This design comes from an exercise in tuning for small area on the open sky130 flow, not from production work. The RTL was checked by simulation tests, not by an equivalence proof against the original design. Power is estimated from default activity; no workload was simulated.

==> inputs of 07-28 <==
==> flow/design.v (excerpt) <==
module GraphicDriver(clk, reset, VGA_HS, VGA_VS, VGA_R, VGA_G, VGA_B, VGA_SYNC_N, VGA_BLANK_N, KEY, enable, getAttack, blood1, blood2, magic, life, command);
  input clk;
  wire clk;
  input reset;
  wire reset;
  output VGA_HS;
  wire VGA_HS;
  output VGA_VS;
  wire VGA_VS;
  output [7:0] VGA_R;
  wire [7:0] VGA_R;
  output [7:0] VGA_G;
  wire [7:0] VGA_G;
  output [7:0] VGA_B;
  wire [7:0] VGA_B;
  output VGA_SYNC_N;
  wire VGA_SYNC_N;
  output VGA_BLANK_N;
  reg VGA_BLANK_N;
  input [3:0] KEY;
  wire [3:0] KEY;
  input [11:0] enable;
  wire [11:0] enable;
  input getAttack;
  wire getAttack;
  input [9:0] blood1;
  wire [9:0] blood1;
  input [9:0] blood2;
  wire [9:0] blood2;
  input [9:0] magic;
  wire [9:0] magic;
  input [2:0] life;
  wire [2:0] life;
  output [5:0] command;
  wire [5:0] command;
  wire _0000_;
  wire _0001_;
  wire _0002_;
  wire [3:0] _0003_;
  wire [2:0] _0004_;
  wire [3:0] _0005_;
  wire _0006_;
  wire _0007_;
  wire _0008_;
  wire _0009_;
  wire _0010_;
  wire _0011_;
  wire _0012_;
  wire _0013_;
  wire _0014_;
  wire _0015_;
  wire _0016_;
  wire _0017_;
  wire _0018_;
  wire _0019_;
  wire _0020_;
  wire _0021_;
  wire _0022_;
  wire _0023_;
  wire _0024_;
  wire _0025_;
  wire _0026_;
  wire _0027_;
  wire _0028_;
  wire _0029_;
  wire _0030_;
  wire _0031_;
  wire _0032_;
  wire _0033_;
  wire _0034_;
  wire _0035_;
  wire _0036_;
  wire _0037_;
  wire _0038_;
  wire _0039_;
  wire _0040_;
  wire _0041_;
  wire _0042_;
  wire _0043_;
  wire _0044_;
  wire _0045_;
  wire _0046_;
  wire _0047_;
  wire _0048_;
  wire _0049_;
  wire _0050_;
  wire _0051_;
  wire _0052_;
  wire _0053_;
  wire _0054_;
  wire _0055_;
  wire _0056_;
  wire _0057_;
  wire _0058_;
  wire _0059_;
  wire _0060_;
  wire _0061_;
  wire _0062_;
  wire _0063_;
  wire _0064_;
  wire _0065_;
  wire _0066_;
  wire _0067_;
  wire _0068_;
  wire _0069_;
  wire _0070_;
  wire _0071_;
  wire _0072_;
  wire _0073_;
  wire _0074_;
  wire _0075_;
  wire _0076_;
  wire _0077_;
  wire _0078_;
  wire _0079_;
  wire _0080_;
  wire _0081_;
  wire _0082_;
  wire _0083_;
  wire _0084_;
  ...
clock: 8.0 ns
lec_check: 0
abc_area: 1
cap_margin: 20
core_margin: 2
core_utilization: 50
gpl_timing_driven: 0
setup_slack_margin: 0.2
slew_margin: 20
standard.sh (not shown) runs the stock make flow with config.mk's settings and CLKGATE_MAP_FILE= SYNTH_SCRIPT=/design/flow/synth_recipe.tcl, a recipe that flattens the netlist after the stock synthesis.
==> flow/flow/run.sh <==
#!/bin/bash
# Own layout flow: the standard synthesis, then the combinational logic of its
# netlist is re-mapped for area (flip-flop cells and their names are kept),
# then the standard ORFS flow from floorplan on, with 1x port buffers.
# Every tool's output goes to a log file of its own in this folder.
set -euo pipefail
W=$PWD
R=$W/orfs/results/sky130hd/GraphicDriver/base
LIB=$FLOW_HOME/platforms/sky130hd/lib/sky130_fd_sc_hd__tt_025C_1v80.lib

# 1. standard synthesis
bash standard.sh synth > $W/log_1_standard_synth.log 2>&1
cp $R/1_2_yosys.v $W/std_1_2_yosys.v

# 2. re-map the combinational logic for area
DU=$(sed -n '/DONT_USE_CELLS += /,/^#/p' $FLOW_HOME/platforms/sky130hd/config.mk | grep -o 'sky130_fd_sc_hd__[a-z0-9_]*' | sed 's/^/-dont_use /' | tr '\n' ' ')
cp $W/flow/remap.abc $W/remap.abc
cat > $W/remap.ys <<EOS
read_liberty -ignore_miss_func $LIB
read_verilog $W/std_1_2_yosys.v
hierarchy -top GraphicDriver
setattr -mod -set keep_hierarchy 1 sky130_fd_sc_hd__dfxtp_1
flatten
opt_clean -purge
abc -D 8000 -script $W/remap.abc -liberty $LIB $DU
opt_clean -purge
hilomap -singleton -hicell sky130_fd_sc_hd__conb_1 HI -locell sky130_fd_sc_hd__conb_1 LO
insbuf -buf sky130_fd_sc_hd__buf_4 A X
opt_clean -purge
select GraphicDriver
write_verilog -noattr -noexpr -selected $W/remapped.v
EOS
yosys -s $W/remap.ys > $W/log_2_remap.log 2>&1
cp $W/remapped.v $R/1_2_yosys.v
rm -f $R/1_synth.odb $R/1_synth.sdc
bash standard.sh synth > $W/log_3_synth_odb.log 2>&1

# 3. floorplan to final layout
bash standard.sh BUFFER_PORTS_ARGS="-buffer_cell sky130_fd_sc_hd__buf_1" finish > $W/log_4_finish.log 2>&1
==> flow/flow/remap.abc <==
strash; balance; dch -f; map -D 4500 -a; topo; buffer -c; upsize -c; dnsize -c
==> inputs of 08-05, as changes to 07-28 <==
==> flow/flow/remap.abc (replaced) <==
strash; balance; dch -f; map -D 4500; topo; buffer -c; upsize -c; dnsize -c
CORE_UTILIZATION = 55   (was 50)
SETUP_SLACK_MARGIN = 0.05   (was 0.2)
==> notes <==
07-28 passed the timing, DRC and antenna checks. 08-05 passed the timing, DRC and antenna checks.
Sequential share of layout area is about the same in 08-05 and 07-28.
Of 08-05 and 07-28, 07-28 has the higher final cell count (gap 2.3%, measured against 07-28).
Against 08-05, the combinational power of 07-28 is lower by about 7%.
Die area: 07-28 is higher than 08-05 (9.0%).
==> figures <==
Run status: 07-28 no timing/DRC/antenna violations; 08-05 no timing/DRC/antenna violations
Dpl cells: 07-28 2076; 08-05 2027
Total power: 07-28 1.90 mW; 08-05 2.00 mW
Total length of routed met2 wires: 07-28 19000 um; 08-05 19900 um
Inverters excl. clock: 07-28 312; 08-05 296
Average wire length per cell after detail routing: 07-28 22.1 um; 08-05 23.5 um
Pre-antenna DRT Iters: 07-28 6; 08-05 8
Post-DP HPWL: 07-28 36400 um; 08-05 36600 um
Multi-input combinational area share: 07-28 63.5%; 08-05 64.5%
Non-clock buffering overhead: 07-28 3.91%; 08-05 3.93%

[separate check: timing with driven ports]
Ports are ideal in the flow. The routed layouts listed here were re-timed in OpenROAD. Step 1 (the two cells are an assumption about what drives the block):
set clk [get_ports {clk}]
set_driving_cell -lib_cell sky130_fd_sc_hd__clkbuf_16 $clk
set_driving_cell -lib_cell sky130_fd_sc_hd__buf_2 [delete_from_list [all_inputs] $clk]
Step 2 moves the port delays by t, midway between the first and last clock arrival at a register: inputs arrive t later, outputs are due t later. That takes back most of the time a late clock gives input paths. Slacks: ideal ports / drivers / drivers and shift; pairs: ideal ports / drivers.
| run | t (ns) | setup slack, ns | worst data-port slew with drivers (ns) |
|---|---|---|---|
| 07-28 | 0.392 | 0.519 / 0.519 / 0.519 | 0.05 |
| 08-05 | 0.392 | 0.433 / 0.433 / 0.433 | 0.05 |
After both steps every run listed still meets setup and hold.
